This is an optimization exercise on Yosys and OpenROAD, whose aim is small area, not a production implementation. RTL that was checked went through simulation tests only; none was proved equivalent to the original. For runs 2 to 4, only the layout was checked, not whether the RTL still works. Power figures rest on the tool's default switching activity, not on a simulated workload.

<file path="flow/design.v">
module badapple_top(
    input clk,
    input rst,              
    output sck,             
    output reg miso,        
    output reg reset_oled,  
    output dc,              
    output reg sck_reg,     
    input rxd,              
    output st_init,
    output st_clear,
    output st_wait,
    output st_write,
    input  [15:0] sram_data_in,
    output reg [15:0] sram_data_out,
    output        sram_data_oe,
    output reg [18:0] sram_addr,
    output        sram_oe_r,
    output reg    sram_ce_r,
    output        sram_we_r,
    output        sram_ub_r,
    output        sram_lb_r,
    input keepgoing,
    output reg showdelay,
    input addr_reset
    );
    reg [5:0] p;
    wire p_end    = (p == 6'd50);
    wire sck_rise = p_end & ~sck_reg;
    wire sck_fall = p_end & sck_reg;
    wire pre_rise = (p == 6'd49) & ~sck_reg;    
    wire c50      = p[0] ^ sck_reg;             
    always @(posedge clk)
        if (rst) begin
            p <= 0;
            sck_reg <= 0;
        end else begin
            p <= p_end ? 6'd0 : p + 6'd1;
            if (p_end) sck_reg <= ~sck_reg;
        end
    reg [9:0] ud;
    wire ud_end = (ud == 10'd867);
    wire uart_en = (ud == 10'd434);
    always @(posedge clk)
        if (rst) ud <= 0;
        else ud <= ud_end ? 10'd0 : ud + 10'd1;
    localparam [3:0] S_INIT  = 4'b1000,
                     S_CLEAR = 4'b1100,
                     S_LOAD  = 4'b0100,
                     S_WAIT  = 4'b0010,
                     S_WRITE = 4'b0001,
                     S_DELAY = 4'b1011;
    reg [3:0] st;
    assign {st_init, st_clear, st_wait, st_write} = st;
    wire is_init  = st[3] & ~st[2] & ~st[1];
    wire is_clear = st[3] & st[2];
    wire is_load  = ~st[3] & st[2];
    wire is_write = ~st[3] & st[0];
    wire is_play  = ~st[2] & (st[1] | st[0]);    
    reg [2:0]  e;       
    reg [9:0]  pos;     
    reg [2:0]  u;       
    reg [19:0] cnt;     
    reg [7:0]  hb;      
    reg [7:0]  sr;      
    reg [3:0]  ss;      
    reg [3:0]  us;      
    reg [7:0]  rd;      
    reg        rmode;   
    reg        rp_d;
    reg [16:0] z;
    wire send_done = (ss == 4'd0);
    wire spi_data_ph = ss[3];
    wire cnt_ge = |cnt[19:8];
    wire init_done = (pos[3:0] == 4'd11);
    wire eng_done = (e == 3'd6);
    always @(posedge clk)
        if (rst) reset_oled <= 0;
        else if (is_init & ~sck_reg) begin
            if (cnt[8:0] == 9'd0 && p == 6'd10) reset_oled <= 1;
            else if (cnt[8:0] == 9'd98 && p == 6'd4) reset_oled <= 0;
            else if (cnt[8:0] == 9'd294 && p == 6'd12) reset_oled <= 1;
        end
    always @(posedge clk)
        if (rst) st <= S_INIT;
        else if (sck_rise)
            case (st)
                S_INIT:  if (init_done) st <= S_CLEAR;
                S_CLEAR: if (eng_done) st <= S_LOAD;
                S_LOAD:  if (u == 3'd6) st <= S_WRITE;
                S_WAIT:  st <= showdelay ? S_DELAY : S_WRITE;
                S_WRITE: if (eng_done) st <= S_WAIT;
                S_DELAY: if (!showdelay) st <= S_WRITE;
                default: st <= S_INIT;
            endcase
    wire load_end = sck_rise & is_load & (u == 3'd6);
    wire last_col = (pos == 10'h3ff);
    always @(posedge clk)
        if (rst) e <= 0;
        else if (sck_rise)
            case (e)
                3'd0: if (is_clear | is_write) e <= 3'd1;
                3'd1, 3'd2, 3'd3, 3'd4: if (send_done) e <= e + 3'd1;
                3'd5: e <= (is_clear & ~last_col) ? 3'd1 : 3'd6;
                default: e <= 3'd0;
            endcase
    wire rd_go = sck_rise & is_write & eng_done;
    wire byte_taken = rd_go & (u == 3'd0 | u == 3'd2);
    always @(posedge clk)
        if (~reset_oled) pos <= 0;
        else if (sck_rise & is_init & send_done & ~init_done) pos <= pos + 10'd1;
        else if (sck_rise & is_clear & e == 3'd0) pos <= 0;
        else if (sck_rise & is_clear & e == 3'd5) pos <= pos + 10'd1;
        else if (byte_taken) pos <= showdelay ? 10'd0 : pos + 10'd1;
    reg [7:0] init_byte;
    always @(*)
        case (pos[3:0])
            4'd0: init_byte = 8'hae;
            4'd1: init_byte = 8'hd5;
            4'd2: init_byte = 8'h80;
            4'd3: init_byte = 8'h8d;
            4'd4: init_byte = 8'h14;
            4'd5: init_byte = 8'h81;
            4'd6: init_byte = 8'hcf;
            4'd7: init_byte = 8'hd9;
            4'd8: init_byte = 8'hf1;
            4'd9: init_byte = 8'ha0;
            4'd10: init_byte = 8'haf;
            default: init_byte = 8'h00;
        endcase
    wire spi_send = (is_init & reset_oled & ~init_done) |
                    (e != 3'd0 && e <= 3'd4);
    reg [7:0] spi_data;
    always @(*)
        case (e)
            3'd1: spi_data = {5'b10110, pos[9:7]};
            3'd2: spi_data = {5'b00010, pos[6:4]};
            3'd3: spi_data = {4'b0000, pos[3:0]};
            3'd4: spi_data = is_write ? hb : 8'h00;
            default: spi_data = init_byte;
        endcase
    always @(posedge clk)
        if (rst) ss <= 4'd6;
        else if (sck_rise) begin
            if (ss == 4'd6) begin
                if (spi_send) ss <= 4'd7;
            end else if (ss == 4'd0) ss <= 4'd6;
            else ss <= ss + 4'd1;
        end
    always @(posedge clk)
        if (rst) miso <= 0;
        else if (sck_fall & spi_data_ph) miso <= rd[7];
    always @(posedge clk)
        if (sck_fall) begin
            if (spi_data_ph) rd <= {rd[6:0], 1'b0};
            else if (spi_send) rd <= spi_data;
        end
    assign sck = spi_data_ph ? sck_reg : 1'b1;
    assign dc = (spi_data_ph | send_done) & (e == 3'd4);
    always @(posedge clk)
        if (rst) us <= 4'd7;
        else if (uart_en) begin
            if (us == 4'd7) begin
                if (!rxd) us <= 4'd8;
            end else if (us == 4'd0) begin
                if (rxd) us <= 4'd7;
            end else us <= us + 4'd1;
        end
    wire ack = (us == 4'd0);
    wire ack_rise = uart_en & (us == 4'd15);
    always @(posedge clk)
        if (rst) u <= 0;
        else if (load_end) u <= 0;
        else if (is_load) begin
            if (uart_en)
                case (u)
                    3'd0: if (ack) u <= 3'd1;
                    3'd1: u <= 3'd2;
                    3'd2: if (ack) u <= 3'd3;
                    3'd3: u <= 3'd4;
                    3'd4: u <= cnt_ge ? 3'd6 : 3'd5;
                    3'd5: u <= 3'd0;
                    default: u <= 3'd6;
                endcase
        end else if (sck_rise & is_play)
            case (u)
                3'd0: if (is_write & eng_done) u <= 3'd1;
                3'd1: u <= cnt_ge ? 3'd4 : 3'd2;
                3'd2: if (is_write & eng_done) u <= 3'd3;
                3'd3: u <= cnt_ge ? 3'd4 : 3'd0;
                default: u <= cnt_ge ? 3'd4 : 3'd0;
            endcase
    always @(posedge clk)
        if (rst | load_end) sram_addr <= 0;
        else if (is_load & uart_en & u == 3'd4 & ~cnt_ge) sram_addr <= sram_addr + 19'd1;
        else if (rd_go & u == 3'd0) sram_addr <= addr_reset ? 19'd0 : sram_addr + 19'd1;
    wire write_done_rise = sck_rise & is_write & (e == 3'd5);
    always @(posedge clk)
        if (rst | load_end | is_clear) cnt <= 0;
        else if (is_init) begin
            if (sck_fall && cnt[8:0] != 9'd294) cnt <= cnt + 20'd1;
        end else if (is_load) begin
            if (ack_rise) cnt <= cnt + 20'd1;
        end else if (write_done_rise) cnt <= addr_reset ? 20'd0 : cnt + 20'd1;
    always @(posedge clk)
        if (is_play) begin
            if (pre_rise & u == 3'd0) sr <= sram_data_in[7:0];
        end else if (uart_en & us[3]) sr <= {rxd, sr[7:1]};
    always @(posedge clk)
        if (is_play) begin
            if (pre_rise & u == 3'd0) hb <= sram_data_in[15:8];
            else if (pre_rise & u == 3'd2) hb <= sr;
        end else if (is_load & uart_en & u == 3'd1) hb <= sr;
    always @(posedge clk) sram_ce_r <= rst;
    always @(posedge clk)
        if (~c50) begin
            if (is_load) begin
                if (u == 3'd4) rmode <= 0;
            end else if (u == 3'd0) rmode <= 1;
        end
    assign sram_oe_r = sram_ce_r | ~rmode;
    assign sram_we_r = sram_ce_r | rmode;
    assign sram_ub_r = sram_ce_r;
    assign sram_lb_r = sram_ce_r;
    assign sram_data_oe = ~sram_we_r;
    always @(posedge clk)
        if (rst) sram_data_out <= 0;
        else if (c50 & is_load & u == 3'd4) sram_data_out <= {hb, sr};
    localparam [16:0] NDELAY = 17'd129870;
    wire rp = is_load | (sram_addr[8:0] == 9'd0);
    wire delay_end = (z == NDELAY) | (~showdelay & z[0]);
    always @(posedge clk)
        if (rst) begin
            showdelay <= 0;
            rp_d <= 0;
        end else begin
            rp_d <= rp;
            if (delay_end) showdelay <= 0;
            else if (rp & ~rp_d) showdelay <= 1;
        end
    always @(posedge clk)
        if (rst | ~(showdelay & keepgoing)) z <= 0;
        else z <= z + 17'd1;
endmodule
</file>
<file path="flow/run.sh">
#!/bin/bash
# synth_recipe.tcl (not shown) runs the flow's synth.tcl, then flattens the netlist and writes it again
# the make line also repeats each setting of config.mk as NAME=value (left out here)
make -C /OpenROAD-flow-scripts/flow DESIGN_CONFIG=/design/flow/config.mk WORK_HOME=/design/flow/orfs CLKGATE_MAP_FILE= SYNTH_SCRIPT=/design/flow/synth_recipe.tcl finish
</file>
<file path="flow/config.mk">
export PLATFORM = sky130hd
export DESIGN_NAME = badapple_top
export DESIGN_NICKNAME = badapple_top
export VERILOG_FILES = /design/flow/design.v
export SDC_FILE = /design/flow/constraint.sdc
export NUM_CORES = 4
export LEC_CHECK = 0
export CAP_MARGIN = 20
export CORE_MARGIN = 2
export CORE_UTILIZATION = 40
export PLACE_DENSITY = 0.6
export SLEW_MARGIN = 20
</file>
<file path="flow/constraint.sdc">
create_clock -name core_clock -period 10.0 [get_ports {clk}]
set_input_delay 2.0000 -clock core_clock [delete_from_list [all_inputs] [get_ports {clk}]]
set_output_delay 2.0000 -clock core_clock [all_outputs]
set_load 0.01 [all_outputs]
</file>
==> results of run 1 <==
## critical path, delay by kind of cell (launching register included)
family,cells,cell delay [ns]
AOI/OAI and AO/OA,1,0.26
buffers and inverters,2,0.95
DFF,1,0.68
## routing by layer
layer  vias to the layer above  part of all wire, %  global-route usage, %  wire length, um
li1                       3359                    -                      -                -
met1                      3122                   49                  26.23             9357
met2                       125                   46                  30.18             8811
met3                        17                  4.0                  3.751              774
met4                         0                  1.2                  5.416              235
met5                         -                    0                      0                0
## layout by cell type (no fill, tap or decap), types with 9 or more instances in the layout
master	netlist	routed
nand2_1	80	80
nor4_1	15	15
mux2_2	10	10
o21ai_0	30	30
xor2_1	28	28
clkdlybuf4s50_1	0	71
clkbuf_16	0	18
inv_1	42	42
nand4_1	28	28
xnor2_1	27	27
or3_1	23	23
ha_1	32	32
nand3_1	41	41
nor2_1	104	103
edfxtp_1	25	25
and3_1	19	19
dfxtp_1	130	130
and2_1	9	9
mux2i_1	20	20
a21oi_1	48	48
nor3_1	22	21
## metrics by stage
stage                     instance area [sq um]  total power [uW]  util [%]  std cells  worst slack, ns
final                                      9472              1322     48.67       1239            5.689
after global routing                       9472              1372     48.67       1239            5.451
after CTS                                  9459              1340     48.60       1239            5.675
after detailed placement                   8855             682.5     45.50       1207            5.447
after global placement                     8850             682.3     45.47       1207            5.520
after floorplan                            7918             665.9         -        902            6.930
## power by group
part	internal (uW)	switching [uW]	leakage [uW]
registers	634	4.34	0.00127
clock network	378	276	0.000291
logic	14.7	15.0	0.00170
## area by class of cell
type / instances / area (sq um) / area share, %
Clock buffer: 20 / 478.0 / 5.046
Sequential cell: 155 / 3353 / 35.40
Clock inverter: 12 / 126.4 / 1.334
Tap cell: 265 / 331.6 / 3.501
Inverter: 44 / 165.2 / 1.744
Timing Repair Buffer: 77 / 755.7 / 7.979
Multi-Input combinational cell: 666 / 4262 / 44.99
## Yosys cell counts, drive strengths merged, types with 5 or more instances
cell type	count	area [sq um]
mux2	10	112.6
nand2b	8	50.05
or3	23	143.9
nor3b	6	45.04
dfxtp	130	2603
nand3	41	205.2
a21oi	48	240.2
nor2	104	390.4
ha	32	400.4
and3	19	118.9
mux2i	20	200.2
and4	5	43.79
o21a	5	37.54
or4	5	41.29
a221oi	8	70.07
xor2	28	245.2
o21ai	31	155.1
and2	9	56.30
o31ai	7	52.55
buf	6	41.28
inv	42	157.7
nor4	15	93.84
nand4	28	175.2
nand2	80	300.3
clkbuf	31	116.4
nor2b	5	31.28
xnor2	27	236.5
o211ai	6	45.04
nor3	22	110.1
edfxtp	25	750.7
## worst min path at each step
| stage | start | endpoint | cells past startpoint | slack (ns) |
|---|---|---|---|---|
| 2_1_floorplan | ud[0] | ud[0] | 1 | 0.44 |
| 3_3_place_gp | rd[7] | miso | 2 | 0.46 |
| 3_5_place_dp | ud[0] | ud[0] | 1 | 0.47 |
| 4_1_cts | ud[0] | ud[0] | 1 | 0.48 |
| 5_1_grt | ud[0] | ud[0] | 1 | 0.50 |
| 6_report | ud[0] | ud[0] | 1 | 0.48 |
## kinds of logic after synthesis
logic type                 share of synthesized area [%]
muxes                                              3.951
and+or+nand+nor                                    25.60
adders and majority gates                          5.057
buffers and inverters                              4.077
DFF                                                42.35
xor gates and xnor gates                           6.084
AOI/OAI and AO/OA                                  12.88
==> summary.txt, run 1 <==
Status
  • Status: timing/DRC/antenna clean

Critical path
  • R2R cell count: 8
  • Worst R2R Start: p[4]
  • Setup crit start: ss[3]
  • Slowest CP cell: dfxtp_1
  • CP Class: reg -> out
  • R2R Path End: init_byte[4]
  • CP max FO: 17
  • Internal reg-to-reg setup slack: 6.47 ns
  • Critical path, cell by cell: clkinv_1 > a21boi_0 > clkdlybuf4s50_1
  • Worst setup path end: dc
  • Startpoint Class: flop
  • CP peak stage delay: 0.68 ns
  • Data required time of the worst path: 8.00 ns
  • Critical Path End Type: output port
  • Arrival time of the worst setup path: 2.31 ns

Finish
  • Diodes inserted: 0
  • Fillcell total: 1868
  • Largest regs: cnt x20, sram_addr x19, z x17
  • Syn-to-layout area delta: 19.63%
  • Nets: 1014
  • Largest register FFs: 20
  • Largest reg by FF count: cnt
  • Ratio of cells with drive above 1 in the final layout: 5.955%

STA
  • Worst Clk Skew: 0.01157 ns
  • Max Slew Vio Count: 0
  • Relative slew slack: 38.82%
  • Fin. Hold Viols: 0
  • Hold slack: 0.4761 ns
  • Actual slew at the worst max-slew pin: 0.9177 ns
  • Final setup TNS: 0 ns
  • Period utilization: 43.11%
  • Period minus WS final: 4.311 ns
  • Setup-failing EPs final: 0
  • RSZ-0062 raised after global routing: no
  • Fmax: 0.2320 GHz

Yosys
  • Synth Net Count: 955
  • #FFs+latches synth: 155
  • Mapped Area: 0.007918 sq mm
  • Ys Warns: 1
  • Main synth FF type: dfxtp_1
  • Seq/Total Area, Yosys: 42.35%
  • Asr flop ratio synth: 0%
  • Post-Syn Area per Cell: 8.778 sq um
  • Post-Synthesis Cells: 902
  • Post-synth EDFFs: 25
  • Synth cell types: 67

Worst hold path
  • Hold Path Class: reg -> reg

Drt
  • Detailed Route WL: 19180 um
  • Via density: 5.345
  • Pre-antenna DRT Iters: 5
  • WL per Instance: 15.48 um
  • Post-route DRC: 0
  • Antenna Violating Nets Remaining: 0
  • Vias post-DR: 6623
  • Initial DRC count: 341

Floorplan
  • Die width: 144.7 um
  • Die height: 144.7 um
  • Die ar.: 0.02094 sq mm
  • # IOs: 72
  • Row count: 51
  • Starting Density: 40.68%
  • Core ar.: 0.01946 sq mm

Clock tree
  • Clk root buf: clkbuf_16
  • Post-CTS setup buffer count: 0
  • Clk sinks: 155
  • H-tree depth: 4
  • PostCTS Resize Cnt: 0
  • Clk slew on worst S/H paths: 0.07 ns
  • CTS tree: done
  • Num CTS Buffers: 17
  • Worst-Skew Late Latency: 0.43 ns
  • Clk buf depth: 2
  • Post-CTS Hold Fix Bufs: 0

Global routing
  • All-Layer GR Usage: 18.97%
  • Initial antenna violation count: 0
  • Vias in the first global route: 6098
  • First-pass GRT wire length: 31620 um
  • GRT overflow: 0
  • Largest net degree at the start of global routing: 42

Run
  • Max_cap viols: 0

Power and ir drop
  • Pleak: 0.003254 uW
  • Power Density: 139.6 mW/mm^2
  • VDD IR max: 0.09888 mV

Place
  • GP Congestion: 0.8470
  • HPWL Detailed: 13860 um
  • PortBufs: 71
==> run 2, diff against run 1 <==
--- a/flow/design.v
+++ b/flow/design.v
@@ -38,12 +38,13 @@
             p <= p_end ? 6'd0 : p + 6'd1;
             if (p_end) sck_reg <= ~sck_reg;
         end
+    localparam [9:0] UD_RESET = 10'h281, UD_END = 10'h166;
     reg [9:0] ud;
-    wire ud_end = (ud == 10'd867);
-    wire uart_en = (ud == 10'd434);
-    always @(posedge clk)
-        if (rst) ud <= 0;
-        else ud <= ud_end ? 10'd0 : ud + 10'd1;
+    wire uart_en = (ud == UD_END);
+    always @(posedge clk)
+        if (rst) ud <= UD_RESET;
+        else if (uart_en) ud <= 10'd0;
+        else ud <= {ud[8:0], ~(ud[9] ^ ud[6])};
     localparam [3:0] S_INIT  = 4'b1000,
                      S_CLEAR = 4'b1100,
                      S_LOAD  = 4'b0100,
@@ -60,7 +61,8 @@
     reg [2:0]  e;       
     reg [9:0]  pos;     
     reg [2:0]  u;       
-    reg [19:0] cnt;     
+    reg [7:0]  cnt_lo;
+    reg [11:0] cnt_hi;
     reg [7:0]  hb;      
     reg [7:0]  sr;      
     reg [3:0]  ss;      
@@ -71,15 +73,22 @@
     reg [16:0] z;
     wire send_done = (ss == 4'd0);
     wire spi_data_ph = ss[3];
-    wire cnt_ge = |cnt[19:8];
+    wire cnt_ge = |cnt_hi;                          
+    localparam [7:0] CLO_38 = 8'h4d, CLO_98 = 8'ha2, CLO_255 = 8'h80;
+    wire [7:0]  cnt_lo_inc = {cnt_lo[6:0], cnt_lo[7] ^ cnt_lo[5] ^ cnt_lo[4] ^ cnt_lo[3] ^ (cnt_lo[6:0] == 7'd0)};
+    wire [11:0] cnt_hi_inc = {cnt_hi[10:0], cnt_hi[11] ^ cnt_hi[10] ^ cnt_hi[9] ^ cnt_hi[3] ^ (cnt_hi[10:0] == 11'd0)};
+    wire cnt_carry = (cnt_lo == CLO_255);
+    wire k_0   = ~cnt_hi[0] & (cnt_lo == 8'd0);
+    wire k_98  = ~cnt_hi[0] & (cnt_lo == CLO_98);
+    wire k_294 = cnt_hi[0] & (cnt_lo == CLO_38);
     wire init_done = (pos[3:0] == 4'd11);
     wire eng_done = (e == 3'd6);
     always @(posedge clk)
         if (rst) reset_oled <= 0;
         else if (is_init & ~sck_reg) begin
-            if (cnt[8:0] == 9'd0 && p == 6'd10) reset_oled <= 1;
-            else if (cnt[8:0] == 9'd98 && p == 6'd4) reset_oled <= 0;
-            else if (cnt[8:0] == 9'd294 && p == 6'd12) reset_oled <= 1;
+            if (k_0 && p == 6'd10) reset_oled <= 1;
+            else if (k_98 && p == 6'd4) reset_oled <= 0;
+            else if (k_294 && p == 6'd12) reset_oled <= 1;
         end
     always @(posedge clk)
         if (rst) st <= S_INIT;
@@ -112,22 +121,17 @@
         else if (sck_rise & is_clear & e == 3'd0) pos <= 0;
         else if (sck_rise & is_clear & e == 3'd5) pos <= pos + 10'd1;
         else if (byte_taken) pos <= showdelay ? 10'd0 : pos + 10'd1;
-    reg [7:0] init_byte;
-    always @(*)
-        case (pos[3:0])
-            4'd0: init_byte = 8'hae;
-            4'd1: init_byte = 8'hd5;
-            4'd2: init_byte = 8'h80;
-            4'd3: init_byte = 8'h8d;
-            4'd4: init_byte = 8'h14;
-            4'd5: init_byte = 8'h81;
-            4'd6: init_byte = 8'hcf;
-            4'd7: init_byte = 8'hd9;
-            4'd8: init_byte = 8'hf1;
-            4'd9: init_byte = 8'ha0;
-            4'd10: init_byte = 8'haf;
-            default: init_byte = 8'h00;
-        endcase
+    wire [7:0] init_byte;
+    wire [15:0] ib7 = 16'b0000111111101111;
+    wire [15:0] ib6 = 16'b1111000111000010;
+    wire [15:0] ib5 = 16'b1111111100000001;
+    wire [15:0] ib4 = 16'b1001000110010010;
+    wire [15:0] ib3 = 16'b1100110011001001;
+    wire [15:0] ib2 = 16'b0101010001011011;
+    wire [15:0] ib1 = 16'b1111110001000001;
+    wire [15:0] ib0 = 16'b0101010111101010;
+    assign init_byte = {ib7[pos[3:0]], ib6[pos[3:0]], ib5[pos[3:0]], ib4[pos[3:0]],
+                        ib3[pos[3:0]], ib2[pos[3:0]], ib1[pos[3:0]], ib0[pos[3:0]]};
     wire spi_send = (is_init & reset_oled & ~init_done) |
                     (e != 3'd0 && e <= 3'd4);
     reg [7:0] spi_data;
@@ -195,13 +199,17 @@
         else if (is_load & uart_en & u == 3'd4 & ~cnt_ge) sram_addr <= sram_addr + 19'd1;
         else if (rd_go & u == 3'd0) sram_addr <= addr_reset ? 19'd0 : sram_addr + 19'd1;
     wire write_done_rise = sck_rise & is_write & (e == 3'd5);
-    always @(posedge clk)
-        if (rst | load_end | is_clear) cnt <= 0;
-        else if (is_init) begin
-            if (sck_fall && cnt[8:0] != 9'd294) cnt <= cnt + 20'd1;
-        end else if (is_load) begin
-            if (ack_rise) cnt <= cnt + 20'd1;
-        end else if (write_done_rise) cnt <= addr_reset ? 20'd0 : cnt + 20'd1;
+    wire cnt_step = is_init ? (sck_fall & ~k_294) :
+                    is_load ? ack_rise : (write_done_rise & ~addr_reset);
+    wire cnt_clr = rst | load_end | is_clear | (write_done_rise & addr_reset);
+    always @(posedge clk)
+        if (cnt_clr) begin
+            cnt_lo <= 0;
+            cnt_hi <= 0;
+        end else if (cnt_step) begin
+            cnt_lo <= cnt_lo_inc;
+            if (cnt_carry) cnt_hi <= cnt_hi_inc;
+        end
     always @(posedge clk)
         if (is_play) begin
             if (pre_rise & u == 3'd0) sr <= sram_data_in[7:0];
@@ -226,9 +234,9 @@
     always @(posedge clk)
         if (rst) sram_data_out <= 0;
         else if (c50 & is_load & u == 3'd4) sram_data_out <= {hb, sr};
-    localparam [16:0] NDELAY = 17'd129870;
+    localparam [16:0] Z_END = 17'h00256;
     wire rp = is_load | (sram_addr[8:0] == 9'd0);
-    wire delay_end = (z == NDELAY) | (~showdelay & z[0]);
+    wire delay_end = (z == Z_END) | (~showdelay & z[0]);
     always @(posedge clk)
         if (rst) begin
             showdelay <= 0;
@@ -240,5 +248,5 @@
         end
     always @(posedge clk)
         if (rst | ~(showdelay & keepgoing)) z <= 0;
-        else z <= z + 17'd1;
+        else z <= {z[15:0], ~(z[16] ^ z[13])};
 endmodule
--- a/flow/config.mk
+++ b/flow/config.mk
@@ -5,6 +5,7 @@
 export SDC_FILE = /design/flow/constraint.sdc
 export NUM_CORES = 4
 export LEC_CHECK = 0
+export ABC_AREA = 1
 export CAP_MARGIN = 20
 export CORE_MARGIN = 2
 export CORE_UTILIZATION = 40
==> run 2 against run 1 <==
Still clean. Register-to-register slack better by 1.0 ns. Clock power down 6.6%. Die area down 3.9%. Utilization down 0.17 points. Synthesized area down 4.0%. Hold slack worse by 0.053 ns. Power down 5.3%.
==> summary.txt, run 2 <==
Status
  • Status: timing/DRC/antenna clean

Critical path
  • Arrival time of the worst setup path: 2.45 ns (+0.14 ns)
  • Data required time of the worst path: 8.00 ns (about the same)
  • CP max FO: 13 (-4)
  • CP peak stage delay: 0.57 ns (-0.11 ns)
  • CP Class: reg -> out
  • Most common cell type on the critical path: inv_1
  • Slowest CP cell: clkdlybuf4s50_1
  • Critical Path End Type: output port
  • Critical path, cell by cell: inv_1 > nand2_1 > nor2_1 > inv_1 > a21oi_1 > clkdlybuf4s50_1
  • Startpoint Class: flop

STA
  • Period utilization: 44.48% (+1.4 points)
  • Fin. Hold Viols: 0 (unchanged)
  • Final setup TNS: 0 ns (unchanged)
  • Setup-failing EPs final: 0 (unchanged)
  • Hold slack: 0.4235 ns (-0.05261 ns)
  • Worst Clk Skew: 0.01111 ns (-0.0004623 ns)
  • Fmax: 0.2248 GHz (-3.1%)
  • Period minus WS final: 4.448 ns (+0.1372 ns)
  • Actual slew at the worst max-slew pin: 0.9065 ns (-0.01114 ns)
  • Relative slew slack: 39.50% (+0.68 points)
  • RSZ-0062 raised after global routing: no
  • Max Slew Vio Count: 0 (unchanged)

Yosys
  • Largest cells by area after synthesis: dfxtp_1 32%, nand2_1 13%, nor2_1 10%
  • Post-Syn Area per Cell: 7.009 sq um (-20%)
  • Ys Warns: 1 (unchanged)
  • Seq/Total Area, Yosys: 42.03% (-0.32 points)
  • Post-Synthesis Cells: 1084 (+20%)
  • Cell taking the most area after synthesis: dfxtp_1
  • #FFs+latches synth: 147 (-5.2%)
  • Top-count cell post-synth: nand2_1
  • Synth Net Count: 1130 (+18%)
  • Post-synth EDFFs: 25 (unchanged)
  • Top cells by count, synth: 261 x nand2_1, 203 x nor2_1, 140 x inv_1
  • Main synth FF type: dfxtp_1
  • Top-area cell type share of the netlist area: 32.15% (-0.72 points)
  • Asr flop ratio synth: 0% (unchanged)
  • Mapped Area: 0.007597 sq mm (-4.0%)
  • Synth cell types: 44 (-34%)

Run
  • Max_cap viols: 0 (unchanged)

Power and ir drop
  • VDD IR max: 0.1123 mV (+14%)
  • Pwr Total: 1252 uW (-5.3%)
  • Power Density: 138.5 mW/mm^2 (-0.78%)
  • Pleak: 0.003724 uW (+14%)

Drt
  • WL per Instance: 13.16 um (-15%)
  • Via density: 4.858 (-9.1%)
  • Post-route DRC: 0 (unchanged)
  • Detailed Route WL: 18420 um (-4.0%)
  • Pre-antenna DRT Iters: 5 (unchanged)
  • Antenna Violating Nets Remaining: 0 (unchanged)
  • Vias post-DR: 6797 (+2.6%)
  • Initial DRC count: 339 (-0.59%)

Place
  • HPWL Detailed: 13650 um (-1.5%)
  • PortBufs: 71 (unchanged)
  • GP Congestion: 0.8312 (-1.9%)
  • Placed Area: 0.008483 sq mm (-4.2%)

Finish
  • Design area: 0.009041 sq mm (-4.5%)
  • Diodes inserted: 0 (unchanged)
  • Largest regs: sram_addr x19, z x17, sram_data_out x16
  • Syn-to-layout area delta: 19.01%
  • Largest reg by FF count: sram_addr
  • Largest register FFs: 19 (-5.0%)
  • Nets: 1198 (+18%)
  • Most frequent cells in the layout: 261 x nand2_1, 203 x nor2_1, 140 x inv_1
  • Most common cell after layout, fill and taps aside: nand2_1
  • Ratio of cells with drive above 1 in the final layout: 5.837% (-0.12 points)

Floorplan
  • Die width: 141.8 um (-2.0%)
  • Die height: 141.8 um (-2.0%)
  • Starting Density: 40.75% (+0.070 points)
  • # IOs: 72 (unchanged)
  • Core ar.: 0.01864 sq mm (-4.2%)
  • Row count: 50 (-2.0%)
  • Die ar.: 0.02011 sq mm (-3.9%)

Clock tree
  • Clk sinks: 147 (-5.2%)
  • Post-CTS Hold Fix Bufs: 0 (unchanged)
  • CTS tree: done
  • Clk buf depth: 2 (unchanged)
  • H-tree depth: 4 (unchanged)
  • Clk slew on worst S/H paths: 0.06 ns (about the same)
  • Post-CTS setup buffer count: 0 (unchanged)
  • Worst-Skew Late Latency: 0.44 ns (about the same)
  • PostCTS Resize Cnt: 0 (unchanged)
  • Num CTS Buffers: 17 (unchanged)
  • Clk root buf: clkbuf_16

Global routing
  • Vias in the first global route: 6192 (+1.5%)
  • GRT overflow: 0 (unchanged)
  • Initial antenna violation count: 0 (unchanged)
  • Largest net degree at the start of global routing: 33 (-21%)
  • First-pass GRT wire length: 30060 um (-5.0%)
  • All-Layer GR Usage: 18.71% (-0.25 points)

Worst hold path
  • Hold Path Class: reg -> reg
[run 2: power breakdown]
part	switching, uW	internal, uW	total, uW
Combinational	18.5	15.5	34.0
Clock	268	343	611
Sequential	3.87	603	607
Total	291	961	1250
[run 2: final timing paths]
kind / from / to / slack, ns / depth (start not counted)
setup / recovery: ss[3] / dc / 5.55 / 6
hold / removal: z[14] / z[15] / 0.42 / 2
setup reg to reg: e[0] / pos[9] / 7.49 / 11
hold reg to reg: z[14] / z[15] / 0.42 / 2
[run 2: area by class of cell]
cell class / instances / area (sq um)
multi-input combinational: 763 / 3700
inverter: 147 / 551.8
timing repair buffer: 76 / 745.7
clock buffer: 17 / 425.4
clock inverter: 15 / 132.6
tap: 234 / 292.8
fill: 1896 / 9602
sequential: 147 / 3193
[run 2: stage by stage]
step / instances / setup slack (ns) / utilization [%]
floorplan: 1084 / 6.869 / -
global placement: 1366 / 5.629 / 45.48
finish: 1399 / 5.552 / 48.50
CTS: 1399 / 5.552 / 48.50
global route: 1399 / 5.421 / 48.50
detailed placement: 1367 / 5.608 / 45.50
[run 2: per-layer routing]
metal | global-route usage (%) | part of all wire (%) | up-vias
met5 | 0 | 0 | -
met4 | 6.105 | 1.1 | 0
met3 | 3.544 | 3.5 | 16
met2 | 30.17 | 45 | 116
met1 | 25.37 | 50 | 3064
li1 | - | - | 3601
[run 2: cell families after synthesis]
logic type	synth area share (%)
adder cells (fa/ha/maj)	4.117
multiplexers	1.186
AO/OA/AOI/OAI	8.860
XOR/XNOR	1.499
buffers and inverters	9.272
flip-flops	42.03
AND/OR/NAND/NOR	33.04
[run 2: worst max-delay path, delay by kind of cell (launching register included)]
family | cells | cell delay, ns
AOI/OAI and AO/OA | 1 | 0.21
buffers and inverters | 3 | 1.03
DFF | 1 | 0.45
and+or+nand+nor | 2 | 0.33
==> run 3, diff against run 2 <==
--- a/flow/config.mk
+++ b/flow/config.mk
@@ -5,7 +5,6 @@
 export SDC_FILE = /design/flow/constraint.sdc
 export NUM_CORES = 4
 export LEC_CHECK = 0
-export ABC_AREA = 1
 export CAP_MARGIN = 20
 export CORE_MARGIN = 2
 export CORE_UTILIZATION = 40
==> run 3 against run 2 <==
Still clean. Hold slack improved by 0.029 ns. Die area fell by 3.1%. Global-route usage rose by 0.76 points. Sequential share of layout area is 1.1 points higher. Sequential power hardly changed. Non-clock buffer count did not move. Clock power is essentially flat. Worst setup slack improved by 0.20 ns. Synthesized cell count shrank 28%. Utilization increased by 0.087 points. Synthesized area shrank 3.2%. Critical path type unchanged. Critical endpoint unchanged.
==> summary.txt, run 3 <==
STA
  • Setup-failing EPs final: 0 (unchanged)
  • Final setup TNS: 0 ns (unchanged)
  • Period minus WS final: 4.244 ns (-0.2041 ns)
  • Period utilization: 42.44% (-2.0 points)
  • Fmax: 0.2356 GHz (+4.8%)
  • Worst Clk Skew: 0.01281 ns (+0.001695 ns)
  • Relative slew slack: 30.59% (-8.9 points)
  • RSZ-0062 raised after global routing: no
  • Actual slew at the worst max-slew pin: 1.030 ns (+0.1234 ns)
  • Fin. Hold Viols: 0 (unchanged)
  • Hold slack: 0.4524 ns (+0.02889 ns)
  • Max Slew Vio Count: 0 (unchanged)

Critical path
  • Arrival time of the worst setup path: 2.24 ns (-0.21 ns)
  • Internal reg-to-reg setup slack: 7.40 ns (-0.09 ns)
  • CP max FO: 4 (-9)
  • CP peak stage delay: 0.56 ns (about the same)
  • Startpoint Class: flop
  • R2R cell count: 7 (-4)
  • Worst setup path end: dc
  • Worst R2R Start: p[0]
  • CP Class: reg -> out
  • Data required time of the worst path: 8.00 ns (about the same)
  • R2R Path End: cnt_hi[4]
  • Critical Path End Type: output port
  • Setup crit start: ss[0]
  • Critical path, cell by cell: inv_1 > ha_1 > or3b_2 > a21oi_1 > clkdlybuf4s50_1
  • Slowest CP cell: clkdlybuf4s50_1

Drt
  • Via density: 5.690 (+17%)
  • Initial DRC count: 461 (+36%)
  • Detailed Route WL: 18520 um (+0.53%)
  • Vias post-DR: 6122 (-9.9%)
  • WL per Instance: 17.21 um (+31%)
  • Pre-antenna DRT Iters: 5 (unchanged)
  • Post-route DRC: 0 (unchanged)
  • Antenna Violating Nets Remaining: 0 (unchanged)

Yosys
  • Top-area cell type share of the netlist area: 33.22% (+1.1 points)
  • Seq/Total Area, Yosys: 43.43% (+1.4 points)
  • Post-Syn Area per Cell: 9.426 sq um (+34%)
  • Cell taking the most area after synthesis: dfxtp_1
  • Post-Synthesis Cells: 780 (-28%)
  • Largest cells by area after synthesis: dfxtp_1 33%, edfxtp_1 10%, mux2i_1 4.5%
  • Post-synth EDFFs: 25 (unchanged)
  • #FFs+latches synth: 147 (unchanged)
  • Top-count cell post-synth: dfxtp_1
  • Top cells by count, synth: 122 x dfxtp_1, 63 x nor2_1, 51 x nand2_1
  • Main synth FF type: dfxtp_1
  • Asr flop ratio synth: 0% (unchanged)
  • Ys Warns: 1 (unchanged)
  • Mapped Area: 0.007352 sq mm (-3.2%)
  • Synth Net Count: 826 (-27%)
  • Synth cell types: 80 (+82%)

Floorplan
  • # IOs: 72 (unchanged)
  • Die ar.: 0.01948 sq mm (-3.1%)
  • Core ar.: 0.01802 sq mm (-3.3%)
  • Die height: 139.6 um (-1.6%)
  • Die width: 139.6 um (-1.6%)
  • Row count: 49 (-2.0%)
  • Starting Density: 40.79% (about the same)

Clock tree
  • Clk buf depth: 2 (unchanged)
  • Worst-Skew Late Latency: 0.44 ns (about the same)
  • Post-CTS Hold Fix Bufs: 0 (unchanged)
  • Clk slew on worst S/H paths: 0.06 ns (about the same)
  • H-tree depth: 4 (unchanged)
  • Clk root buf: clkbuf_16
  • CTS tree: done
  • Num CTS Buffers: 17 (unchanged)
  • PostCTS Resize Cnt: 0 (unchanged)
  • Clk sinks: 147 (unchanged)
  • Post-CTS setup buffer count: 0 (unchanged)

Finish
  • Most common cell after layout, fill and taps aside: dfxtp_1
  • Nets: 880 (-27%)
  • Finished Layout Cells: 1076 (-23%)
  • Largest regs: sram_addr x19, z x17, sram_data_out x16
  • Largest reg by FF count: sram_addr
  • Ratio of cells with drive above 1 in the final layout: 8.383% (+2.5 points)
  • Largest register FFs: 19 (unchanged)
  • Most frequent cells in the layout: 122 x dfxtp_1, 70 x clkdlybuf4s50_1, 63 x nor2_1
  • Syn-to-layout area delta: 19.11% (about the same)
  • Diodes inserted: 0 (unchanged)
  • Fillcell total: 1703 (-10%)

Power and ir drop
  • Pleak: 0.003017 uW (-19%)
  • VDD IR max: 0.1175 mV (+4.6%)
  • Power Density: 142.7 mW/mm^2 (+3.0%)

Place
  • HPWL Detailed: 13140 um (-3.8%)
  • GP Congestion: 0.8168 (-1.7%)
  • Placed insts: 1044 (-24%)
  • PortBufs: 71 (unchanged)

Global routing
  • Vias in the first global route: 6057 (-2.2%)
  • All-Layer GR Usage: 19.47% (+0.76 points)
  • Largest net degree at the start of global routing: 52 (+58%)
  • First-pass GRT wire length: 31030 um (+3.2%)
  • Initial antenna violation count: 0 (unchanged)
  • GRT overflow: 0 (unchanged)

Worst hold path
  • Hold Startpoint: z[9]
  • Hold Path Class: reg -> reg

Run
  • Max_cap viols: 0 (unchanged)

Status
  • Status: timing/DRC/antenna clean
run 3: report_power, final:
| group | switching (uW) | leakage, uW | internal, uW |
|---|---|---|---|
| logic | 15.3 | 0.00153 | 15.3 |
| clock network | 278 | 0.000275 | 334 |
| registers | 4.65 | 0.00121 | 603 |
run 3: metrics by stage:
step	setup WS [ns]	total power [uW]	area [sq um]	utilization (%)
3_3_place_gp	6.018	650.8	8198	45.48
6_report	5.756	1250	8757	48.58
3_5_place_dp	5.929	651.6	8198	45.48
5_1_grt	5.647	1292	8757	48.58
4_1_cts	5.750	1264	8757	48.58
2_1_floorplan	6.758	635.6	7352	-
run 3: worst min-delay path by stage:
stage / end / slack [ns] / depth (start not counted)
after global routing: z[7] / 0.48 / 1
after global placement: z[10] / 0.43 / 1
after floorplan: z[2] / 0.42 / 1
after CTS: z[10] / 0.46 / 1
final: z[10] / 0.45 / 1
after detailed placement: z[10] / 0.44 / 1
run 3: layout make-up:
type,count,area (sq um),area share (%)
sequential,147,3193,36.46
timing repair buffer,76,743.2,8.487
clock buffer,19,442.9,5.058
clock inverter,13,116.4,1.329
inverter,29,108.9,1.243
multi-input combinational,563,3866,44.15
tap,229,286.5,3.272
run 3: cell families (layout without fill, tap and decap cells):
logic type      after synthesis  count (layout)  synth area share (%)
compound gates              172             172                 16.03
mux                          49              49                 6.944
fa+ha+maj                    25              25                 4.255
buf+inv                      70             137                 4.084
simple gates                293             293                 22.40
flops                       147             147                 43.43
xor+xnor                     24              24                 2.859
run 3: worst max-delay path: cells and delay by family, from the launching register on:
family	cells	cell delay [ns]
AOI/OAI and AO/OA	1	0.16
adders and majority gates	1	0.18
buffers and inverters	2	0.69
DFF	1	0.33
and+or+nand+nor	1	0.46
run 3: metal layers:
layer / track usage, % / up-vias / part of all wire (%)
met5: 0 / - / 0
met4: 5.947 / 0 / 1.2
met3: 4.405 / 18 / 3.5
met2: 32.84 / 128 / 49
met1: 24.96 / 2984 / 46
li1: - / 2992 / -
==> run 4, diff against run 3 <==
--- a/flow/config.mk
+++ b/flow/config.mk
@@ -8,5 +8,8 @@
 export CAP_MARGIN = 20
 export CORE_MARGIN = 2
 export CORE_UTILIZATION = 40
+export CTS_BUF_LIST = sky130_fd_sc_hd__clkbuf_8
+export CTS_CLUSTER_DIAMETER = 100
+export CTS_CLUSTER_SIZE = 30
 export PLACE_DENSITY = 0.6
 export SLEW_MARGIN = 20
==> run 4 against run 3 <==
Maximum frequency shrank 0.85%. Cell area shrank 2.2%. Critical path depth is the same. Register-to-register slack is essentially flat. Via count shrank 0.93%. Sequential share of layout area grew 0.81 points. Critical endpoint unchanged.
==> summary.txt, run 4 <==
STA
  • Fmax: 0.2336 GHz (-0.85%)
  • Hold slack: 0.4580 ns (+0.005611 ns)
  • Setup ws final: 5.720 ns (-0.03639 ns)
  • Actual slew at the worst max-slew pin: 1.015 ns (-0.01477 ns)
  • RSZ-0062 raised after global routing: no
  • Period minus WS final: 4.280 ns (+0.03639 ns)
  • Worst Clk Skew: 0.01740 ns (+0.004595 ns)
  • Period utilization: 42.80% (+0.36 points)
  • Setup-failing EPs final: 0 (unchanged)
  • Fin. Hold Viols: 0 (unchanged)
  • Max Slew Vio Count: 0 (unchanged)
  • Relative slew slack: 31.58% (+1.0 points)
  • Final setup TNS: 0 ns (unchanged)

Clock tree
  • H-tree depth: 4 (unchanged)
  • Clk sinks: 147 (unchanged)
  • Clk slew on worst S/H paths: 0.09 ns (+0.03 ns)
  • Clk root buf: clkbuf_8
  • Post-CTS Hold Fix Bufs: 0 (unchanged)
  • Num CTS Buffers: 17 (unchanged)
  • Post-CTS setup buffer count: 0 (unchanged)
  • Worst-Skew Late Latency: 0.47 ns (+0.03 ns)
  • CTS tree: done
  • Clk buf depth: 2 (unchanged)
  • PostCTS Resize Cnt: 0 (unchanged)

Global routing
  • Vias in the first global route: 6002 (-0.91%)
  • All-Layer GR Usage: 19.27% (-0.19 points)
  • GRT overflow: 0 (unchanged)
  • Initial antenna violation count: 0 (unchanged)
  • First-pass GRT wire length: 30680 um (-1.1%)
  • Largest net degree at the start of global routing: 52 (unchanged)

Power and ir drop
  • VDD IR max: 0.08700 mV (-26%)
  • Power Density: 126.2 mW/mm^2 (-12%)
  • Pleak: 0.002933 uW (-2.8%)

Critical path
  • CP Depth: 5 (unchanged)
  • Critical Path End Type: output port
  • R2R cell count: 7 (unchanged)
  • Top Family by Delay on Critical Path: buffers and inverters
  • Critical path buffer and inverter count: 2 (unchanged)
  • CP peak stage delay: 0.55 ns (about the same)
  • Worst R2R Start: p[0]
  • Data required time of the worst path: 8.00 ns (about the same)
  • Arrival time of the worst setup path: 2.28 ns (+0.04 ns)
  • CP Class: reg -> out
  • Setup crit start: ss[0]
  • Startpoint Class: flop
  • Critical path, cell by cell: inv_1 > ha_1 > or3b_2 > a21oi_1 > clkdlybuf4s50_1
  • CP max FO: 4 (unchanged)
  • Slowest CP cell: clkdlybuf4s50_1

Worst hold path
  • Hold Path Class: reg -> reg
  • Hold Startpoint: z[9]
  • Hold depth: 1 (unchanged)

Yosys
  • #FFs+latches synth: 147 (unchanged)
  • Compound-Gate Fraction of Synth Area: 16.03% (unchanged)
  • Ys Warns: 1 (unchanged)
  • Asr flop ratio synth: 0% (unchanged)
  • XOR/XNOR Fraction of Synth Area: 2.859% (unchanged)
  • Post-Synthesis Cells: 780 (unchanged)
  • Synth Net Count: 826 (unchanged)
  • Largest cells by area after synthesis: dfxtp_1 33%, edfxtp_1 10%, mux2i_1 4.5%
  • Top-area cell type share of the netlist area: 33.22% (unchanged)
  • Post-Syn Area per Cell: 9.426 sq um (unchanged)
  • Post-Synth Simple-Gate Area: 22.40% (unchanged)
  • Post-synth EDFFs: 25 (unchanged)
  • Mux share of post-synthesis cell area: 6.943% (unchanged)
  • Seq/Total Area, Yosys: 43.43% (unchanged)
  • Mapped Area: 0.007352 sq mm (unchanged)
  • Post-synthesis adder-cell area fraction: 4.255% (unchanged)
  • Largest family of logic cells by synthesized area: simple AND/OR/NAND/NOR gates
  • Top-count cell post-synth: dfxtp_1
  • Top cells by count, synth: 122 x dfxtp_1, 63 x nor2_1, 51 x nand2_1
  • Synth cell types: 80 (unchanged)
  • Cell taking the most area after synthesis: dfxtp_1
  • Main synth FF type: dfxtp_1

Drt
  • Detailed Route WL: 18370 um (-0.77%)
  • Post-route DRC: 0 (unchanged)
  • Initial DRC count: 464 (+0.65%)
  • Pre-antenna DRT Iters: 5 (unchanged)
  • WL per Instance: 17.07 um (-0.77%)
  • Via density: 5.637 (-0.93%)
  • Vias post-DR: 6065 (-0.93%)
  • Antenna Violating Nets Remaining: 0 (unchanged)

Finish
  • Diodes inserted: 0 (unchanged)
  • Nets: 880 (unchanged)
  • Syn-to-layout area delta: 16.51%
  • Ratio of cells with drive above 1 in the final layout: 8.383% (unchanged)
  • Most frequent cells in the layout: 122 x dfxtp_1, 70 x clkdlybuf4s50_1, 63 x nor2_1
  • Largest regs: sram_addr x19, z x17, sram_data_out x16
  • Most common cell after layout, fill and taps aside: dfxtp_1
  • Largest register FFs: 19 (unchanged)
  • Largest reg by FF count: sram_addr

Floorplan
  • Starting Density: 40.79% (unchanged)
  • Die width: 139.6 um (unchanged)
  • Row count: 49 (unchanged)
  • Core ar.: 0.01802 sq mm (unchanged)
  • Die ar.: 0.01948 sq mm (unchanged)
  • # IOs: 72 (unchanged)
  • Die height: 139.6 um (unchanged)

Place
  • Pre-CTS setup slack: 5.929 ns (unchanged)
  • PortBufs: 71 (unchanged)
  • HPWL Detailed: 13140 um (unchanged)
  • GP Congestion: 0.8168 (unchanged)

Status
  • Status: timing/DRC/antenna clean

Run
  • Max_cap viols: 0 (unchanged)
run 4: cell families after synthesis:
group / count (synthesis)
AND/OR/NAND/NOR: 293
adder cells (fa/ha/maj): 25
XOR/XNOR: 24
flip-flops: 147
AO/OA/AOI/OAI: 172
buffers and inverters: 70
multiplexers: 49
run 4: path summary, 6_finish.rpt:
kind,endpoint,slack [ns]
hold / removal,z[10],0.46
setup / recovery,dc,5.72
setup reg to reg,cnt_hi[4],7.39
hold reg to reg,z[10],0.46
run 4: layer usage:
metal / global-route usage (%) / routed length, um
met1: 24.84 / 8471
met2: 32.33 / 9020
met3: 4.370 / 679
met5: 0 / 0
met4: 5.947 / 201
run 4: metrics by stage:
| step | cells | area, sq um | power, uW | utilization (%) |
|---|---|---|---|---|
| CTS | 1076 | 8566 | 1094 | 47.52 |
| floorplan | 780 | 7352 | 635.6 | - |
| detailed placement | 1044 | 8198 | 651.6 | 45.48 |
| global placement | 1044 | 8198 | 650.8 | 45.48 |
| global route | 1076 | 8566 | 1122 | 47.52 |
| finish | 1076 | 8566 | 1081 | 47.52 |
run 4: final cells by class:
type / count / area, sq um
clock buffer: 18 / 247.7
clock inverter: 14 / 120.1
fill: 1727 / 9459
inverter: 29 / 108.9
multi-input combinational: 563 / 3866
sequential: 147 / 3193
tap: 229 / 286.5
timing repair buffer: 76 / 743.2
run 4: power breakdown:
part	switching (uW)	total (uW)	internal [uW]
logic	15.2	30.5	15.3
registers	4.65	607	603
clock network	256	443	187
total	276	1080	805
==> run 5, diff against run 4 <==
--- a/flow/design.v
+++ b/flow/design.v
@@ -115,12 +115,11 @@
             endcase
     wire rd_go = sck_rise & is_write & eng_done;
     wire byte_taken = rd_go & (u == 3'd0 | u == 3'd2);
-    always @(posedge clk)
-        if (~reset_oled) pos <= 0;
-        else if (sck_rise & is_init & send_done & ~init_done) pos <= pos + 10'd1;
-        else if (sck_rise & is_clear & e == 3'd0) pos <= 0;
-        else if (sck_rise & is_clear & e == 3'd5) pos <= pos + 10'd1;
-        else if (byte_taken) pos <= showdelay ? 10'd0 : pos + 10'd1;
+    wire pos_inc = (sck_rise & is_init & send_done & ~init_done) |
+                   (sck_rise & is_clear & e == 3'd5) | (byte_taken & ~showdelay);
+    wire pos_clr = ~reset_oled | (sck_rise & is_clear & e == 3'd0) | (byte_taken & showdelay);
+    always @(posedge clk)
+        pos <= pos_clr ? 10'd0 : pos + {9'd0, pos_inc};
     wire [7:0] init_byte;
     wire [15:0] ib7 = 16'b0000111111101111;
     wire [15:0] ib6 = 16'b1111000111000010;
@@ -194,10 +193,10 @@
                 3'd3: u <= cnt_ge ? 3'd4 : 3'd0;
                 default: u <= cnt_ge ? 3'd4 : 3'd0;
             endcase
-    always @(posedge clk)
-        if (rst | load_end) sram_addr <= 0;
-        else if (is_load & uart_en & u == 3'd4 & ~cnt_ge) sram_addr <= sram_addr + 19'd1;
-        else if (rd_go & u == 3'd0) sram_addr <= addr_reset ? 19'd0 : sram_addr + 19'd1;
+    wire addr_inc = (is_load & uart_en & u == 3'd4 & ~cnt_ge) | (rd_go & u == 3'd0);
+    wire addr_clr = rst | load_end | (rd_go & u == 3'd0 & addr_reset);
+    always @(posedge clk)
+        sram_addr <= addr_clr ? 19'd0 : sram_addr + {18'd0, addr_inc};
     wire write_done_rise = sck_rise & is_write & (e == 3'd5);
     wire cnt_step = is_init ? (sck_fall & ~k_294) :
                     is_load ? ack_rise : (write_done_rise & ~addr_reset);
==> run 5 against run 4 <==
Wire length shrank 10%. Die area shrank 1.9%. Maximum frequency fell by 3.6%. Critical endpoint unchanged. Cell area decreased by 1.3%. Register-to-register slack worse by 0.50 ns. First-iteration DRC count fell by 23%. Utilization fell by 0.14 points. Worst setup slack got worse by 0.16 ns. Power is 7.6% higher. Non-clock buffer count down 2. Count of clock-buffer cells in the layout down 1. Sequential share of layout area increased by 0.50 points.
==> summary.txt, run 5 <==
Clock tree
  • Post-CTS Hold Fix Bufs: 0 (unchanged)
  • PostCTS Resize Cnt: 0 (unchanged)
  • Clk root buf: clkbuf_8
  • H-tree depth: 4 (unchanged)
  • Clk sinks: 147 (unchanged)
  • Clk buf depth: 2 (unchanged)
  • Post-CTS setup buffer count: 0 (unchanged)
  • Num CTS Buffers: 17 (unchanged)
  • Worst-Skew Late Latency: 0.45 ns (-0.02 ns)
  • Clk slew on worst S/H paths: 0.09 ns (about the same)
  • CTS tree: done

Critical path
  • CP max FO: 6 (+2)
  • CP peak stage delay: 0.68 ns (+0.13 ns)
  • Data required time of the worst path: 8.00 ns (about the same)
  • Slowest CP cell: nor3b_1
  • Arrival time of the worst setup path: 2.44 ns (+0.16 ns)
  • Critical path, cell by cell: inv_1 > ha_1 > nor3b_1 > o21a_1 > clkdlybuf4s50_1
  • Startpoint Class: flop
  • Critical Path End Type: output port
  • CP Class: reg -> out

Yosys
  • Post-Synthesis Cells: 751 (-3.7%)
  • Post-synth EDFFs: 25 (unchanged)
  • Synth cell types: 71 (-11%)
  • Mapped Area: 0.007209 sq mm (-1.9%)
  • Post-Syn Area per Cell: 9.600 sq um (+1.8%)
  • Main synth FF type: dfxtp_1
  • Ys Warns: 1 (unchanged)
  • Asr flop ratio synth: 0% (unchanged)
  • Top-area cell type share of the netlist area: 33.88% (+0.66 points)
  • Largest cells by area after synthesis: dfxtp_1 34%, edfxtp_1 10%, mux2i_1 5.4%
  • Seq/Total Area, Yosys: 44.29% (+0.86 points)
  • Cell taking the most area after synthesis: dfxtp_1
  • Top-count cell post-synth: dfxtp_1
  • Top cells by count, synth: 122 x dfxtp_1, 81 x nor2_1, 56 x nand2_1
  • #FFs+latches synth: 147 (unchanged)
  • Synth Net Count: 799 (-3.3%)

Power and ir drop
  • Power Density: 137.6 mW/mm^2 (+9.1%)
  • Pleak: 0.003120 uW (+6.4%)
  • VDD IR max: 0.1114 mV (+28%)
  • Pwr Total: 1163 uW (+7.6%)

Place
  • PortBufs: 71 (unchanged)
  • HPWL Detailed: 11840 um (-9.9%)
  • GP Congestion: 0.8472 (+3.7%)

Global routing
  • Vias in the first global route: 5567 (-7.2%)
  • Initial antenna violation count: 0 (unchanged)
  • First-pass GRT wire length: 27520 um (-10%)
  • GRT overflow: 0 (unchanged)
  • All-Layer GR Usage: 17.41% (-1.9 points)
  • Largest net degree at the start of global routing: 55 (+5.8%)

Finish
  • Most frequent cells in the layout: 122 x dfxtp_1, 81 x nor2_1, 70 x clkdlybuf4s50_1
  • Nets: 853 (-3.1%)
  • Largest register FFs: 19 (unchanged)
  • Fillcell total: 1671 (-3.2%)
  • Syn-to-layout area delta: 17.25%
  • Largest reg by FF count: sram_addr
  • Largest regs: sram_addr x19, z x17, sram_data_out x16
  • Ratio of cells with drive above 1 in the final layout: 8.435% (+0.053 points)
  • Diodes inserted: 0 (unchanged)
  • Most common cell after layout, fill and taps aside: dfxtp_1

STA
  • Fin. Hold Viols: 0 (unchanged)
  • Setup-failing EPs final: 0 (unchanged)
  • Worst Clk Skew: 0.01498 ns (-0.002426 ns)
  • RSZ-0062 raised after global routing: no
  • Final setup TNS: 0 ns (unchanged)
  • Relative slew slack: 43.00% (+11 points)
  • Fmax: 0.2253 GHz (-3.6%)
  • Actual slew at the worst max-slew pin: 0.8550 ns (-0.1601 ns)
  • Max Slew Vio Count: 0 (unchanged)
  • Period minus WS final: 4.439 ns (+0.1589 ns)
  • Period utilization: 44.39% (+1.6 points)

Floorplan
  • # IOs: 72 (unchanged)
  • Die ar.: 0.01911 sq mm (-1.9%)
  • Die width: 138.3 um (-0.95%)
  • Die height: 138.3 um (-0.95%)
  • Core ar.: 0.01784 sq mm (-1.0%)
  • Row count: 49 (unchanged)
  • Starting Density: 40.41% (-0.38 points)

Drt
  • Detailed Route WL: 16450 um (-10%)
  • Post-route DRC: 0 (unchanged)
  • WL per Instance: 15.71 um (-8.0%)
  • Antenna Violating Nets Remaining: 0 (unchanged)
  • Pre-antenna DRT Iters: 5 (unchanged)
  • Via density: 5.413 (-4.0%)
  • Vias post-DR: 5667 (-6.6%)
  • Initial DRC count: 357 (-23%)

Status
  • Status: timing/DRC/antenna clean

Run
  • Max_cap viols: 0 (unchanged)

Worst hold path
  • Hold Path Class: reg -> reg
run 5: cell count changes in the layout (fill, tap and decap cells not counted), moves of 7 or more:
cell	change
a21oi_1	-27
nor2_1	+18
o21ai_0	-7
o31ai_1	-10
or4_1	-12
xnor2_1	+10
run 5: worst paths after layout:
kind	slack, ns	cells past startpoint	from	to
max	5.56	5	ss[0]	dc
min	0.45	1	z[9]	z[10]
max reg2reg	6.89	10	st[2]	sram_addr[18]
min reg2reg	0.45	1	z[9]	z[10]
run 5: routing by layer:
| layer | global-route usage, % | share of wire, % |
|---|---|---|
| met1 | 22.98 | 47 |
| met4 | 4.082 | 0.77 |
| met3 | 4.191 | 3.8 |
| met5 | 0 | 0 |
| met2 | 29.00 | 49 |
run 5: logic make-up (layout without fill, tap and decap cells):
family / after synthesis / in the layout / share of synthesized area (%)
fa+ha+maj: 27 / 27 / 4.686
mux: 56 / 56 / 8.070
flops: 147 / 147 / 44.29
xor+xnor: 40 / 40 / 4.859
buf+inv: 68 / 135 / 4.547
compound gates: 115 / 115 / 11.44
simple gates: 298 / 298 / 22.11
run 5: where the power goes:
group,total (uW),switching [uW],internal [uW]
Sequential,607,4.34,603
Combinational,29.7,14.8,14.9
Clock,526,231,295
run 5: metrics by stage:
stage | setup slack, ns | util, % | area [sq um] | hold WS [ns] | cells
2_1_floorplan | 6.788 | - | 7209 | 0.4184 | 751
3_3_place_gp | 6.078 | 44.87 | 8005 | 0.4274 | 1015
3_5_place_dp | 5.994 | 44.87 | 8005 | 0.4400 | 1015
4_1_cts | 5.575 | 47.38 | 8453 | 0.4517 | 1047
5_1_grt | 5.422 | 47.38 | 8453 | 0.4688 | 1047
6_report | 5.561 | 47.38 | 8453 | 0.4454 | 1047
run 5: cell type report:
cell class / instances / area, sq um / share of cell area, %
clock inverters: 15 / 214.0 / 2.531
clock buffers: 17 / 234.0 / 2.768
flip-flops and latches: 147 / 3193 / 37.77
multi-input cells: 536 / 3689 / 43.64
inverters: 29 / 108.9 / 1.288
repair buffers: 74 / 728.2 / 8.615
well taps: 229 / 286.5 / 3.390
run 5: critical path, delay by kind of cell, from the launching register on:
kind / cells / cell delay (ns)
buffers and inverters: 2 / 0.63
flip-flops: 1 / 0.35
AND/OR/NAND/NOR: 1 / 0.68
AO/OA/AOI/OAI: 1 / 0.19
adder cells (fa/ha/maj): 1 / 0.16
==> run 6, diff against run 5 <==
==> flow/flow/run.sh (new file) <==
#!/bin/bash
# The standard layout (standard.sh: ORFS from synthesis to finish) with two
# changes passed through ORFS's own variables: port buffers are buf_1 cells,
# and clock tree synthesis uses clkbuf_8 cells and inserts no dummy loads.
set -euo pipefail
export BUFFER_PORTS_ARGS="-buffer_cell sky130_fd_sc_hd__buf_1"
export CTS_ARGS="-sink_clustering_enable -repair_clock_nets -dont_use_dummy_load -buf_list sky130_fd_sc_hd__clkbuf_8 -sink_clustering_size 30 -sink_clustering_max_diameter 100"
bash standard.sh > standard_flow.log 2>&1
==> flow/standard.sh (new file) <==
#!/bin/bash
# synth_recipe.tcl (not shown) runs the flow's synth.tcl, then flattens the netlist and writes it again
# the make line also repeats each setting of config.mk as NAME=value (left out here)
make -C /OpenROAD-flow-scripts/flow DESIGN_CONFIG=/design/flow/config.mk WORK_HOME=/design/flow/orfs CLKGATE_MAP_FILE= SYNTH_SCRIPT=/design/flow/synth_recipe.tcl "${@:-finish}"
--- a/flow/config.mk
+++ b/flow/config.mk
@@ -8,8 +8,5 @@
 export CAP_MARGIN = 20
 export CORE_MARGIN = 2
 export CORE_UTILIZATION = 40
-export CTS_BUF_LIST = sky130_fd_sc_hd__clkbuf_8
-export CTS_CLUSTER_DIAMETER = 100
-export CTS_CLUSTER_SIZE = 30
 export PLACE_DENSITY = 0.6
 export SLEW_MARGIN = 20
removed: flow/run.sh
==> run 6 against run 5 <==
Still clean. Clock power decreased by 36%. Die area unchanged. Sequential share of layout area increased by 3.1 points. Global-route usage decreased by 0.74 points. Critical path depth unchanged. Count of clock-buffer cells in the layout unchanged. Critical path type unchanged. Largest cell class unchanged. Largest power group unchanged.
==> summary.txt, run 6 <==
Status
  • Status: timing/DRC/antenna clean

Yosys
  • Post-synthesis adder-cell area fraction: 4.686% (unchanged)
  • Top cells by count, synth: 122 x dfxtp_1, 81 x nor2_1, 56 x nand2_1
  • Largest family of logic cells by synthesized area: simple AND/OR/NAND/NOR gates
  • Main synth FF type: dfxtp_1
  • Cell taking the most area after synthesis: dfxtp_1
  • Post-Synthesis Cells: 751 (unchanged)
  • Largest cells by area after synthesis: dfxtp_1 34%, edfxtp_1 10%, mux2i_1 5.4%
  • Ys Warns: 1 (unchanged)
  • Seq/Total Area, Yosys: 44.29% (unchanged)
  • Post-Synth Simple-Gate Area: 22.11% (unchanged)
  • XOR/XNOR Fraction of Synth Area: 4.859% (unchanged)
  • Top-area cell type share of the netlist area: 33.88% (unchanged)
  • Mapped Area: 0.007209 sq mm (unchanged)
  • Mux share of post-synthesis cell area: 8.070% (unchanged)
  • Top-count cell post-synth: dfxtp_1
  • Asr flop ratio synth: 0% (unchanged)
  • Synth Net Count: 799 (unchanged)
  • Post-Syn Area per Cell: 9.600 sq um (unchanged)
  • Compound-Gate Fraction of Synth Area: 11.44% (unchanged)
  • Synth cell types: 71 (unchanged)
  • #FFs+latches synth: 147 (unchanged)
  • Post-synth EDFFs: 25 (unchanged)

Floorplan
  • Starting Density: 40.41% (unchanged)
  • Die width: 138.3 um (unchanged)
  • Die height: 138.3 um (unchanged)
  • # IOs: 72 (unchanged)
  • Row count: 49 (unchanged)
  • Die ar.: 0.01911 sq mm (unchanged)
  • Core ar.: 0.01784 sq mm (unchanged)

Critical path
  • Setup crit start: ss[0]
  • Critical Path End Type: output port
  • CP peak stage delay: 0.61 ns (-0.07 ns)
  • Startpoint Class: flop
  • Data required time of the worst path: 8.00 ns (about the same)
  • CP Class: reg -> out
  • Slowest CP cell: nor3b_1
  • Critical path, cell by cell: inv_1 > ha_1 > nor3b_1 > o21a_1 > buf_1
  • Arrival time of the worst setup path: 1.97 ns (-0.47 ns)
  • Worst R2R Start: p[0]
  • R2R cell count: 11 (+1)
  • CP max FO: 6 (unchanged)

Drt
  • Detailed Route WL: 15360 um (-6.7%)
  • Initial DRC count: 358 (+0.28%)
  • Antenna Violating Nets Remaining: 0 (unchanged)
  • WL per Instance: 14.86 um (-5.4%)
  • Via density: 5.296 (-2.2%)
  • Post-route DRC: 0 (unchanged)
  • Pre-antenna DRT Iters: 5 (unchanged)
  • Vias post-DR: 5471 (-3.5%)

STA
  • Setup-failing EPs final: 0 (unchanged)
  • Period minus WS final: 3.974 ns (-0.4655 ns)
  • Final setup TNS: 0 ns (unchanged)
  • Setup ws final: 6.026 ns (+0.4655 ns)
  • RSZ-0062 raised after global routing: no
  • Period utilization: 39.74% (-4.7 points)
  • Actual slew at the worst max-slew pin: 0.8177 ns (-0.03733 ns)
  • Fmax: 0.2517 GHz (+12%)
  • Relative slew slack: 45.49% (+2.5 points)
  • Fin. Hold Viols: 0 (unchanged)
  • Max Slew Vio Count: 0 (unchanged)
  • Worst Clk Skew: 0.02614 ns (+0.01117 ns)

Clock tree
  • Post-CTS Hold Fix Bufs: 0 (unchanged)
  • Clk root buf: clkbuf_8
  • Clk buf depth: 2 (unchanged)
  • H-tree depth: 4 (unchanged)
  • Clk slew on worst S/H paths: 0.08 ns (about the same)
  • Post-CTS setup buffer count: 0 (unchanged)
  • Clk sinks: 147 (unchanged)
  • Worst-Skew Late Latency: 0.45 ns (about the same)
  • PostCTS Resize Cnt: 0 (unchanged)
  • CTS tree: done
  • Num CTS Buffers: 17 (unchanged)

Global routing
  • First-pass GRT wire length: 26360 um (-4.2%)
  • Initial antenna violation count: 0 (unchanged)
  • Vias in the first global route: 5245 (-5.8%)
  • GRT overflow: 0 (unchanged)
  • Largest net degree at the start of global routing: 55 (unchanged)
  • All-Layer GR Usage: 16.67% (-0.74 points)

Power and ir drop
  • Power Density: 124.1 mW/mm^2 (-9.8%)
  • VDD IR max: 0.1207 mV (+8.3%)
  • Pleak: 0.002853 uW (-8.6%)

Run
  • Max_cap viols: 0 (unchanged)

Finish
  • Most frequent cells in the layout: 122 x dfxtp_1, 81 x nor2_1, 70 x buf_1
  • Ratio of cells with drive above 1 in the final layout: 7.214% (-1.2 points)
  • Largest reg by FF count: sram_addr
  • Syn-to-layout area delta: 8.313%
  • Most common cell after layout, fill and taps aside: dfxtp_1
  • Diodes inserted: 0 (unchanged)
  • Largest regs: sram_addr x19, z x17, sram_data_out x16
  • Nets: 854 (+0.12%)
  • Largest register FFs: 19 (unchanged)
  • Finished Layout Cells: 1033 (-1.3%)

Place
  • HPWL Detailed: 10930 um (-7.7%)
  • Pre-CTS setup slack: 6.153 ns (+0.1594 ns)
  • GP Congestion: 0.8074 (-4.7%)
  • PortBufs: 71 (unchanged)
  • Placed insts: 1016 (+0.099%)

Worst hold path
  • Hold depth: 1 (unchanged)
  • Hold Path Class: reg -> reg
  • Hold Startpoint: ud[4]
run 6: metal layers:
metal / vias to the layer above / share of wire [%] / global-route usage (%)
li1: 2770 / - / -
met1: 2614 / 50 / 23.58
met2: 74 / 45 / 25.51
met3: 13 / 3.6 / 4.122
met4: 0 / 1.3 / 4.565
met5: - / 0 / 0
run 6: report_power, final:
part	total [uW]	switching, uW	internal, uW
clock network	339	189	150
logic	22.8	14.2	8.61
registers	607	4.11	603
run 6: cell type report:
cell class	count	area (sq um)
Timing Repair Buffer	75	297.8
Sequential cell	147	3193
Fill cell	1756	10030
Multi-Input combinational cell	536	3689
Inverter	29	108.9
Clock buffer	17	234.0
Tap cell	229	286.5
run 6: worst max-delay path: cells and delay by family (launching register included):
family / cells / cell delay, ns
flops: 1 / 0.35
compound gates: 1 / 0.19
simple gates: 1 / 0.61
buf+inv: 2 / 0.24
fa+ha+maj: 1 / 0.14
run 6: cell families after synthesis:
| kind of cell | Yosys count |
|---|---|
| simple gates | 298 |
| flops | 147 |
| compound gates | 115 |
| buf+inv | 68 |
| mux | 56 |
| xor+xnor | 40 |
| fa+ha+maj | 27 |
run 6: path summary, 6_finish.rpt:
kind	endpoint	slack, ns
worst max-delay path	dc	6.03
worst min-delay path	ud[5]	0.44
worst min register to register	ud[5]	0.44
worst max register to register	sram_addr[17]	6.99
run 6: stage by stage:
step / util, % / cell area [sq um] / hold WS [ns] / power [uW]
after floorplan: - / 7209 / 0.4184 / 636.6
after global placement: 42.46 / 7575 / 0.4343 / 643.7
after detailed placement: 42.46 / 7575 / 0.4333 / 643.7
after CTS: 43.77 / 7809 / 0.4421 / 984.7
after global routing: 43.77 / 7809 / 0.4566 / 1013
final: 43.77 / 7809 / 0.4383 / 969.2

re-timing with driven ports:
The results above use ideal ports. As a check the final layouts listed here were re-extracted and re-timed, cells and wires unchanged.
Step 1 assumes that a clkbuf_16 drives the clock port and a buf_2 every other input.
Step 2 times the ports against the registers' clock, not the clock port: input delays grow and output delays shrink by t, the midpoint of the rising clock arrivals with the driver on.
a / b / c = no drivers / after step 1 / after step 2; a / b = the first two.
| run | shift t [ns] | setup WS [ns] | hold WS [ns] | worst setup path at the end |
|---|---|---|---|---|
| run 1 | 0.464 | 5.689 / 5.645 / 5.438 | 0.476 / 0.476 / 0.476 | input to register |
| run 2 | 0.473 | 5.552 / 5.509 / 5.619 | 0.424 / 0.424 / 0.424 | input to register |
| run 3 | 0.471 | 5.756 / 5.714 / 5.916 | 0.452 / 0.452 / 0.452 | input to register |
| run 4 | 0.500 | 5.720 / 5.683 / 5.928 | 0.458 / 0.458 / 0.458 | input to register |
| run 5 | 0.481 | 5.561 / 5.521 / 5.996 | 0.445 / 0.445 / 0.445 | input to register |
| run 6 | 0.470 | 6.026 / 5.993 / 6.203 | 0.438 / 0.438 / 0.438 | input to register |
After both steps setup and hold are still met in every run listed. For run 1, which loses most, drivers alone change the setup slack by -0.044 ns; drivers and shift together by -0.251 ns.
